Background: an optimization exercise with open tools, aiming at small area and a short achievable clock period. Do not read the settings as production practice. The RTL was checked by simulation tests, not by an equivalence proof against the original design. The flow treats the clock pin as an ideal source. Dropping or thinning the clock tree relies on that and would not hold on a real chip. Power is estimated from default activity; no workload was simulated.

== try-yarrow ==
Design Benes_8p, start of the top module:
module Benes_8p (input wire [2:0] mp0, mp1, mp2, mp3, mp4, mp5, mp6, mp7,
    input clk,
    output wire [19:0] state
);
clock: 2.5 ns
lec_check: 0
cap_margin: 20
core_margin: 2
core_utilization: 65
setup_slack_margin: 1.3
slew_margin: 20
standard.sh (not shown) runs the stock make flow with config.mk's settings and CLKGATE_MAP_FILE= SYNTH_SCRIPT=/design/flow/synth_recipe.tcl, a recipe that flattens the netlist after the stock synthesis.
==> flow/flow/run.sh <==
#!/bin/bash
# The standard layout, with the clock tree built by flow/clock_tree.tcl (a
# tree with up to FLOW_CTS_LEAF registers per leaf buffer) in
# place of TritonCTS's.
set -euo pipefail
here=$(pwd)
export FLOW_CTS_LEAF=${FLOW_CTS_LEAF:-38}
export FLOW_CLOCK_PORT=clk
bash standard.sh "PRE_CTS_TCL=$here/flow/clock_tree.tcl" "POST_CTS_TCL=$here/flow/input_buffers.tcl" "BUFFER_PORTS_ARGS=-buffer_cell sky130_fd_sc_hd__buf_2" finish > "$here/make_finish.log" 2>&1
test -f out/final.def
==> flow/flow/clock_tree.tcl <==
set ::ct_leaf [expr {[info exists ::env(FLOW_CTS_LEAF)] ? $::env(FLOW_CTS_LEAF) : 32}]
set ::ct_cell sky130_fd_sc_hd__clkbuf_16
set ::ct_port_max 4
set ::ct_block [ord::get_db_block]
set ::ct_master [[ord::get_db] findMaster $::ct_cell]

proc ct_center {iterms} {
  set sx 0.0; set sy 0.0
  foreach it $iterms {
    set b [[$it getInst] getBBox]
    set sx [expr {$sx + ([$b xMin] + [$b xMax]) / 2.0}]
    set sy [expr {$sy + ([$b yMin] + [$b yMax]) / 2.0}]
  }
  set n [llength $iterms]
  return [list [expr {$sx / $n}] [expr {$sy / $n}]]
}

# Estimated load (fF) of a leaf net over points {x y} in database units:
# the pins plus a Steiner length guess for their bounding box.
proc ct_load {pts} {
  set n [llength $pts]
  if {$n == 0} { return 0.0 }
  set x0 1e12; set y0 1e12; set x1 -1e12; set y1 -1e12
  foreach p $pts {
    lassign $p it x y
    if {$x < $x0} { set x0 $x }
    if {$x > $x1} { set x1 $x }
    if {$y < $y0} { set y0 $y }
    if {$y > $y1} { set y1 $y }
  }
  set dbu [[$::ct_block getTech] getDbUnitsPerMicron]
  set w [expr {($x1 - $x0) / double($dbu)}]
  set h [expr {($y1 - $y0) / double($dbu)}]
  set len [expr {0.8 * sqrt($n * $w * $h) + ($w + $h) / 2.0}]
  return [expr {$n * 1.8 + $len * 0.17}]
}

# Split the registers into k groups: cut along the longer spread, near the
# point that gives each side registers in proportion to its groups, where
# the larger estimated load per group is smallest.
proc ct_split {iterms k} {
  if {$k <= 1} { return [list $iterms] }
  set pts {}
  set xs {}; set ys {}
  foreach it $iterms {
    set b [[$it getInst] getBBox]
    set x [expr {([$b xMin] + [$b xMax]) / 2}]
    set y [expr {([$b yMin] + [$b yMax]) / 2}]
    lappend pts [list $it $x $y]
    lappend xs $x; lappend ys $y
  }
  set xs [lsort -integer $xs]; set ys [lsort -integer $ys]
  set axis [expr {([lindex $xs end] - [lindex $xs 0]) >= ([lindex $ys end] - [lindex $ys 0]) ? 1 : 2}]
  set pts [lsort -integer -index $axis $pts]
  set n [llength $pts]
  set k1 [expr {$k / 2}]
  set k2 [expr {$k - $k1}]
  set h0 [expr {($n * $k1 + $k / 2) / $k}]
  set d [expr {$n / 10}]
  set best_h $h0
  set best 1e12
  for {set h [expr {$h0 - $d}]} {$h <= $h0 + $d} {incr h} {
    if {$h < 1 || $h > $n - 1} { continue }
    set ca [expr {[ct_load [lrange $pts 0 [expr {$h - 1}]]] / $k1}]
    set cb [expr {[ct_load [lrange $pts $h end]] / $k2}]
    set c [expr {max($ca, $cb)}]
    if {$c < $best} { set best $c; set best_h $h }
  }
  set a {}; set b {}
  foreach p [lrange $pts 0 [expr {$best_h - 1}]] { lappend a [lindex $p 0] }
  foreach p [lrange $pts $best_h end] { lappend b [lindex $p 0] }
  return [concat [ct_split $a $k1] [ct_split $b $k2]]
}

proc ct_buffer {name x y in_net out_net} {
  set ct_block $::ct_block; set ct_master $::ct_master
  set inst [odb::dbInst_create $ct_block $ct_master $name]
  $inst setLocation [expr {int($x)}] [expr {int($y)}]
  $inst setPlacementStatus PLACED
  [$inst findITerm A] connect $in_net
  [$inst findITerm X] connect $out_net
  return $inst
}

proc ct_build {} {
  set port [$::ct_block findBTerm $::env(FLOW_CLOCK_PORT)]
  set clk [$port getNet]
  set sinks [$clk getITerms]
  set k [expr {([llength $sinks] + $::ct_leaf - 1) / $::ct_leaf}]
  set groups [ct_split $sinks $k]
  # the clock port drives the leaf buffers itself when there are at most
  # ct_port_max of them, else through one root buffer
  if {$k <= $::ct_port_max} {
    set feed $clk
  } else {
    set feed [odb::dbNet_create $::ct_block clknet_root]
    $feed setSigType CLOCK
  }
  puts "clock_tree: [llength $sinks] sinks in $k groups, root buffer: [expr {$k > $::ct_port_max}]"
  set i 0
  set leaves {}
  foreach g $groups {
    set net [odb::dbNet_create $::ct_block clknet_leaf_$i]
    $net setSigType CLOCK
    foreach it $g {
      $it disconnect
      $it connect $net
    }
    lassign [ct_center $g] x y
    set inst [ct_buffer clkbuf_leaf_$i $x $y $feed $net]
    lappend leaves [$inst findITerm A]
    incr i
  }
  if {$k > $::ct_port_max} {
    lassign [ct_center $leaves] x y
    ct_buffer clkbuf_root $x $y $clk $feed
  }
  $clk setSigType CLOCK
}
ct_build

set_propagated_clock [all_clocks]
proc clock_tree_synthesis {args} {
  puts "clock_tree: TritonCTS skipped, the tree is built"
}
==> flow/flow/input_buffers.tcl <==
# Run as ORFS's POST_CTS_TCL hook: the buffers on the permutation inputs
# drive paths with time to spare, so they are made the smallest buffer; timing
# repair after global routing may size them up again.
foreach bterm [[ord::get_db_block] getBTerms] {
  if {![string match "mp*" [$bterm getName]] || [$bterm getNet] == "NULL"} { continue }
  foreach it [[$bterm getNet] getITerms] {
    if {![$it isInputSignal]} { continue }
    set inst [$it getInst]
    if {[string match "sky130_fd_sc_hd__buf_*" [[$inst getMaster] getName]]} {
      replace_cell [$inst getName] sky130_fd_sc_hd__buf_1
    }
  }
}
detailed_placement
try-yarrow: no failed stages, no open violations at the end
Setup changes, try-yarrow to try-juniper
Settings: changing CORE_UTILIZATION from 65 to 68; setting ABC_AREA to 1 for the first time.
## What came out
Post-route worst hold slack: try-juniper > try-yarrow. Re net load switching power: try-juniper and try-yarrow aren't equal, and the higher value belongs to try-juniper. try-juniper does better than try-yarrow on clock period minus final worst setup slack. In try-juniper relative to try-yarrow, detailed placement HPWL had gone up by a few percent. Taking try-yarrow as the reference, in try-juniper synthesized area rose 74 um^2; flip-flop and latch share of the layout cell area fell 0.39 points; sum of internal, switching and leakage power rose 1.6%; final non-filler cell area about even.
The inputs of try-pepper differ from those of try-juniper as listed below.
Settings: a change of CORE_UTILIZATION from 68 to 65.
==> flow/flow/run.sh <==
#!/bin/bash
# The standard layout, with the clock tree built by flow/clock_tree.tcl (a
# tree with up to FLOW_CTS_LEAF registers per leaf buffer) in
# place of TritonCTS's.
set -euo pipefail
here=$(pwd)
export FLOW_CTS_LEAF=${FLOW_CTS_LEAF:-38}
export FLOW_CLOCK_PORT=clk
bash standard.sh "PRE_CTS_TCL=$here/flow/clock_tree.tcl" "BUFFER_PORTS_ARGS=-buffer_cell sky130_fd_sc_hd__buf_2" finish > "$here/make_finish.log" 2>&1
test -f out/final.def
removed: flow/flow/input_buffers.tcl
--- outcome ---
try-pepper — starting utilization of the core area 1.6 points lower, try-juniper as reference. try-pepper: full flow OK, the timing, design-rule and antenna checks passed. [compare] base=try-juniper new=try-pepper: average routed wire per standard cell held steady; fraction of area in multi-input gates now sits at about the same level. When try-pepper is set beside try-juniper, its post-placement setup slack turns out to be 0.017 ns smaller. Total setup violations reported at the end of the flow came out exactly the same in try-pepper and try-juniper. Cmp try-pepper vs try-juniper: width of the chip higher in try-pepper. For routed wire length, try-pepper and try-juniper come out practically identical. Reported for try-pepper and try-juniper, unique cell type count in the Yosys netlist turned out identical to the last digit.
Changes in try-tundra relative to try-pepper:
diff --git a/flow/flow/run.sh b/flow/flow/run.sh
--- a/flow/flow/run.sh
+++ b/flow/flow/run.sh
@@ -8,3 +8,3 @@
 export FLOW_CLOCK_PORT=clk
-bash standard.sh "PRE_CTS_TCL=$here/flow/clock_tree.tcl" "BUFFER_PORTS_ARGS=-buffer_cell sky130_fd_sc_hd__buf_2" finish > "$here/make_finish.log" 2>&1
+bash standard.sh "PRE_CTS_TCL=$here/flow/clock_tree.tcl" "POST_CTS_TCL=$here/flow/input_buffers.tcl" "BUFFER_PORTS_ARGS=-buffer_cell sky130_fd_sc_hd__buf_2" finish > "$here/make_finish.log" 2>&1
 test -f out/final.def
==> flow/flow/input_buffers.tcl (new file) <==
# Run as ORFS's POST_CTS_TCL hook: the buffers on the permutation inputs
# drive paths with time to spare, so they are made the smallest buffer; timing
# repair after global routing may size them up again.
foreach bterm [[ord::get_db_block] getBTerms] {
  if {![string match "mp*" [$bterm getName]] || [$bterm getNet] == "NULL"} { continue }
  foreach it [[$bterm getNet] getITerms] {
    if {![$it isInputSignal]} { continue }
    set inst [$it getInst]
    if {[string match "sky130_fd_sc_hd__buf_*" [[$inst getMaster] getName]]} {
      replace_cell [$inst getName] sky130_fd_sc_hd__buf_1
    }
  }
}
detailed_placement
Notes after the runs:
try-tundra ended with every stage complete and zero timing, DRC or antenna violations. There was hardly any difference in total power between try-tundra and try-pepper. Any difference in total via count after detailed routing between try-tundra and try-pepper is small enough to ignore. try-tundra ends up with a sequential share of layout area that is 0.42 points higher than in try-pepper.
Changes in try-garnet relative to try-tundra:
Settings: CORE_UTILIZATION: 65 -> 62.
### Flow results
The via count of try-garnet exceeds that of try-tundra by 27. try-garnet vs. try-tundra: floorplan die area went up by about 4.6%. Comparing try-tundra and try-garnet, the higher detailed-route wire length per cell was measured on try-tundra. On final area, try-tundra and try-garnet are basically level. Any difference in maximum clock frequency between try-tundra and try-garnet is small enough to ignore. in2reg as the kind of critical path was reported by try-garnet, and reg2out by try-tundra.
Inputs modified between try-garnet and try-delta:
Settings: CORE_UTILIZATION now 65, was 62.
==> flow/flow/run.sh <==
#!/bin/bash
# The standard layout (standard.sh: ORFS with the standard synthesis),
# with three changes passed to ORFS as make variables:
#  - flow/clock_tree.tcl (PRE_CTS_TCL) builds the clock tree in place of
#    TritonCTS: the clock port drives one leaf buffer per group of at most
#    FLOW_CTS_LEAF registers (4 groups here), so every register is two cells
#    from the port;
#  - the ports are buffered with buf_2 rather than the default cell;
#  - flow/input_buffers.tcl (POST_CTS_TCL) makes the input-port buffers buf_1,
#    since the input paths have time to spare.
# All of make's output goes to make_finish.log, and ORFS's own per-step logs
# to orfs/logs/.
set -euo pipefail
here=$(pwd)
export FLOW_CTS_LEAF=${FLOW_CTS_LEAF:-38}
export FLOW_CLOCK_PORT=clk
bash standard.sh "PRE_GLOBAL_PLACE_TCL=$here/flow/clock_tree.tcl" "PRE_CTS_TCL=$here/flow/clock_tree.tcl" "POST_CTS_TCL=$here/flow/input_buffers.tcl" \
    "BUFFER_PORTS_ARGS=-buffer_cell sky130_fd_sc_hd__buf_2" finish > "$here/make_finish.log" 2>&1
test -f out/final.def
diff --git a/flow/flow/clock_tree.tcl b/flow/flow/clock_tree.tcl
--- a/flow/flow/clock_tree.tcl
+++ b/flow/flow/clock_tree.tcl
@@ -87,2 +87,9 @@
   set clk [$port getNet]
+  if {[$::ct_block findInst clkbuf_leaf_0] != "NULL"} {
+    puts "clock_tree: already built"
+    foreach inst [$::ct_block getInsts] {
+      if {[string match "clkbuf_leaf_*" [$inst getName]]} { unset_dont_touch [$inst getName] }
+    }
+    return
+  }
   set sinks [$clk getITerms]
@@ -110,2 +117,4 @@
     set inst [ct_buffer clkbuf_leaf_$i $x $y $feed $net]
+    # kept through global placement's buffer removal; released at CTS
+    set_dont_touch [$inst getName]
     lappend leaves [$inst findITerm A]
==> notes.md <==
Between try-garnet and try-delta, the met2 global-route usage is higher for try-delta.
Average via count per standard cell essentially unchanged between try-garnet and try-delta.
In the flow results for try-garnet and try-delta, the core utilization is larger on try-delta.
On required time of the worst setup path, try-garnet and try-delta are neck and neck.
In every run of this note, the design's own scripts or RTL, not TritonCTS, make the clock network.

## afterwards: timing with drivers on the ports
No port has a modelled driver above. Below, the same layouts with a new extraction and two added sets of constraints.
Step 1 assumes that a clkbuf_16 drives the clock port and a buf_2 every other input.
Step 2 adds t to the input delays and takes it off the output delays; t is the mean of the earliest and latest rising clock arrival at the registers after step 1. Input paths then give back, and output paths get back, about the clock's delay inside the block.
Slacks: no drivers / after step 1 / after step 2; pairs: no drivers / after step 1.
| run | t (ns) | setup WS [ns] | latest minus earliest clock arrival (ns) | worst register clock-pin slew, ns | worst slew at a driven data input, ns |
|---|---|---|---|---|---|
| try-yarrow | 0.241 | 1.292 / 1.292 / 1.177 | 0.013 / 0.013 | 0.12 / 0.12 | 0.03 |
| try-juniper | 0.244 | 1.375 / 1.304 / 1.180 | 0.009 / 0.009 | 0.12 / 0.12 | 0.03 |
| try-pepper | 0.242 | 1.370 / 1.300 / 1.369 | 0.011 / 0.011 | 0.12 / 0.12 | 0.03 |
| try-tundra | 0.242 | 1.370 / 1.300 / 1.184 | 0.011 / 0.011 | 0.12 / 0.12 | 0.03 |
| try-garnet | 0.247 | 1.369 / 1.296 / 1.168 | 0.005 / 0.006 | 0.12 / 0.12 | 0.03 |
| try-delta | 0.238 | 1.371 / 1.308 / 1.178 | 0.010 / 0.010 | 0.12 / 0.12 | 0.03 |
After both steps setup and hold are still met in every run listed. The setup slack of try-garnet, which loses most, moves by -0.073 ns with the drivers and by -0.201 ns with both steps.
